Background: an optimization exercise with open tools, aiming at small area. Do not read the settings as production practice. Function was checked by simulation only, so behaviour that the tests miss may differ from the original. Power and IR drop assume default switching activity.

## top1
module top1(
	input CLOCK_50,
	input RESET_N,
	input [7:0] KEY,
	input [9:0] SW,
	output [7:0] VGA_R,
	output [7:0] VGA_G,
	output [7:0] VGA_B,
	output VGA_CLK,
	output VGA_HS,
	output VGA_VS,
	output VGA_BLANK_N,
	output VGA_SYNC_N,
	output [6:0] HEX0,
	output [6:0] HEX1,
	output [6:0] HEX2,
	output [6:0] HEX3,
	output [6:0] HEX4,
	output [6:0] HEX5
);
	wire clk = CLOCK_50;
	wire rst = !RESET_N;      
	wire gr  = SW[9];         
	wire rr  = rst || gr;
	reg ph;
	always @(posedge clk) begin
		if (rr) ph <= 1'b0;
		else    ph <= ~ph;
	end
	assign VGA_CLK = ph;
	wire sobe = !ph && !gr;
	reg ant0, ant1, ab_p, bd_p;
	always @(posedge clk) begin
		if (rst) begin
			ant0 <= 0; ant1 <= 0; ab_p <= 0; bd_p <= 0;
		end else if (sobe) begin
			ab_p <= SW[0] != ant0;
			ant0 <= SW[0];
			bd_p <= SW[1] != ant1;
			ant1 <= SW[1];
		end
	end
	wire debug = SW[8];
	reg [4:0] hq; reg [5:0] hr;
	reg [4:0] vq; reg [5:0] vr;
	reg hs_r, vs_r;
	wire h_end = (hq == 5'd16) && (hr == 6'd15);    
	wire v_end = (vq == 5'd12) && (vr == 6'd9);     
	always @(posedge clk) begin
		if (rst) begin
			hq <= 5'd16; hr <= 6'd16; vq <= 5'd24; vr <= 6'd29;
			hs_r <= 0; vs_r <= 0;
		end else if (sobe) begin
  ...
Size in the first run: roughly 4700 cells after synthesis, about 1400 flip-flops, about 59000 um2 of cells after synthesis.
Settings: LEC_CHECK=0, CAP_MARGIN=30, CORE_MARGIN=2, CORE_UTILIZATION=40, SLEW_MARGIN=20; clock period 20.0 ns.
standard.sh (not shown) runs the stock make flow with config.mk's settings and CLKGATE_MAP_FILE= SYNTH_SCRIPT=/design/flow/synth_recipe.tcl, a recipe that flattens the netlist after the stock synthesis.
==> flow/flow/run.sh <==
#!/bin/bash
# Own flow: the standard layout (standard.sh) with these changes:
#  - synthesis maps the logic with an area-oriented ABC script (flow/abc_speed.script)
#    and leaves adders to ABC (no separate full/half adder mapping);
#    every yosys step before ABC, flip-flop mapping included, is the standard one,
#    so the registers are the same as the standard synthesis's;
#  - clock tree synthesis without dummy loads and with larger sink clusters;
#  - the port buffers are the smallest buffer (buf_1).
set -euo pipefail
W=$PWD
cp -r "$FLOW_HOME/scripts" "$W/scr"
cp "$W/flow/abc_speed.script" "$W/scr/abc_speed.script"
make -C "$FLOW_HOME" DESIGN_CONFIG="$W/config.mk" WORK_HOME="$W/orfs" CLKGATE_MAP_FILE= \
  SYNTH_SCRIPT="$W/synth_recipe.tcl" SCRIPTS_DIR="$W/scr" ADDER_MAP_FILE= synth > "$W/synth.log" 2>&1
CTS="-sink_clustering_enable -repair_clock_nets -dont_use_dummy_load"
CTS="$CTS -buf_list {sky130_fd_sc_hd__clkbuf_8}"
CTS="$CTS -sink_clustering_size 12 -sink_clustering_max_diameter 60"
bash "$W/standard.sh" "CTS_ARGS=$CTS" "BUFFER_PORTS_ARGS=-buffer_cell sky130_fd_sc_hd__buf_1" finish > "$W/layout.log" 2>&1
==> flow/flow/abc_speed.script <==
strash
&get -n
&fraig -x
&put
dc2
strash
&get -n
&deepsyn -T 300
&put
strash
&get -n
&dch -f
&nf -R 1000
&put
strash
&get -n
&dch -f
&nf -R 1000
&put
topo
The baseline ran to the end with no violations.
Edit:
--- a/flow/flow/run.sh
+++ b/flow/flow/run.sh
@@ -15,4 +15,4 @@
 CTS="-sink_clustering_enable -repair_clock_nets -dont_use_dummy_load"
 CTS="$CTS -buf_list {sky130_fd_sc_hd__clkbuf_8}"
-CTS="$CTS -sink_clustering_size 12 -sink_clustering_max_diameter 60"
+CTS="$CTS -sink_clustering_size 15 -sink_clustering_max_diameter 50"
 bash "$W/standard.sh" "CTS_ARGS=$CTS" "BUFFER_PORTS_ARGS=-buffer_cell sky130_fd_sc_hd__buf_1" finish > "$W/layout.log" 2>&1
==> flow/flow/abc_speed.script (replaced) <==
strash
&get -n
&fraig -x
&put
dc2
strash
&get -n
&dch -f
&nf -R 1000
&put
strash
&get -n
&dch -f
&nf -R 1000
&put
topo
What happened: Routed wire length increases by 0.49%. Clock skew went up by 0.049 ns. Utilization rises by 0.44 points.
Edit:
--- a/flow/flow/run.sh
+++ b/flow/flow/run.sh
@@ -15,4 +15,4 @@
 CTS="-sink_clustering_enable -repair_clock_nets -dont_use_dummy_load"
 CTS="$CTS -buf_list {sky130_fd_sc_hd__clkbuf_8}"
-CTS="$CTS -sink_clustering_size 15 -sink_clustering_max_diameter 50"
+CTS="$CTS -sink_clustering_size 14 -sink_clustering_max_diameter 80"
 bash "$W/standard.sh" "CTS_ARGS=$CTS" "BUFFER_PORTS_ARGS=-buffer_cell sky130_fd_sc_hd__buf_1" finish > "$W/layout.log" 2>&1
--- a/flow/flow/abc_speed.script
+++ b/flow/flow/abc_speed.script
@@ -4,4 +4,8 @@
 &put
 dc2
+strash
+&get -n
+&deepsyn -T 300
+&put
 strash
 &get -n
CAP_MARGIN = 15   (was 30)
CORE_UTILIZATION = 55   (was 40)
SLEW_MARGIN = 5   (was 20)
Effect: Clock skew is lower by 0.032 ns; cell area is lower by 4.4%; clock power is lower by 14%.
Edit:
--- a/flow/flow/run.sh
+++ b/flow/flow/run.sh
@@ -15,4 +15,4 @@
 CTS="-sink_clustering_enable -repair_clock_nets -dont_use_dummy_load"
 CTS="$CTS -buf_list {sky130_fd_sc_hd__clkbuf_8}"
-CTS="$CTS -sink_clustering_size 14 -sink_clustering_max_diameter 80"
+CTS="$CTS -sink_clustering_size 12 -sink_clustering_max_diameter 60"
 bash "$W/standard.sh" "CTS_ARGS=$CTS" "BUFFER_PORTS_ARGS=-buffer_cell sky130_fd_sc_hd__buf_1" finish > "$W/layout.log" 2>&1
CORE_UTILIZATION = 40   (was 55)
The changed run finished with timing, DRC and antenna clean.
Cell area climbs slightly.
Core utilization fell by 16 points.
Via count is higher slightly.
Fmax is about the same.
Wire length rises by a few percent.
Worst setup slack improved by 0.0094 ns.
First-iteration DRC count drops slightly.
Total power rose by a few percent.
Clock-buffer cell count rose by 31.
Sequential share of layout area shrinks by 1.1 points.

## static timing again, ports no longer ideal
The flow's constraints put no driver on any port. The routed layouts listed below were extracted and timed again, unchanged, in two steps.
Step 1: set_driving_cell puts a clkbuf_16 on CLOCK_50 and a buf_2 on each other input, an assumption about the parent block.
Step 2 times the ports against the registers' clock, not the clock port: input delays grow and output delays shrink by t, the midpoint of the rising clock arrivals with the driver on.
Slacks: ideal ports / drivers / drivers and shift; pairs: ideal ports / drivers.
run	shift t [ns]	setup WS [ns]	worst setup path after step 2	clock arrival spread, ns	slew at the worst register clock pin (ns)
the first run	0.986	10.356 / 10.269 / 9.671	input to register	0.096 / 0.096	0.09 / 0.09
the second run	1.005	9.075 / 8.989 / 9.994	register to output	0.121 / 0.120	0.10 / 0.10
the third run	0.891	10.256 / 10.308 / 9.417	input to register	0.089 / 0.088	0.11 / 0.11
the fourth run	0.978	10.266 / 10.310 / 9.344	input to register	0.105 / 0.105	0.09 / 0.09
After both steps setup and hold are still met in every run listed. The setup slack of the fourth run, which loses most, moves by +0.044 ns with the drivers and by -0.922 ns with both steps.
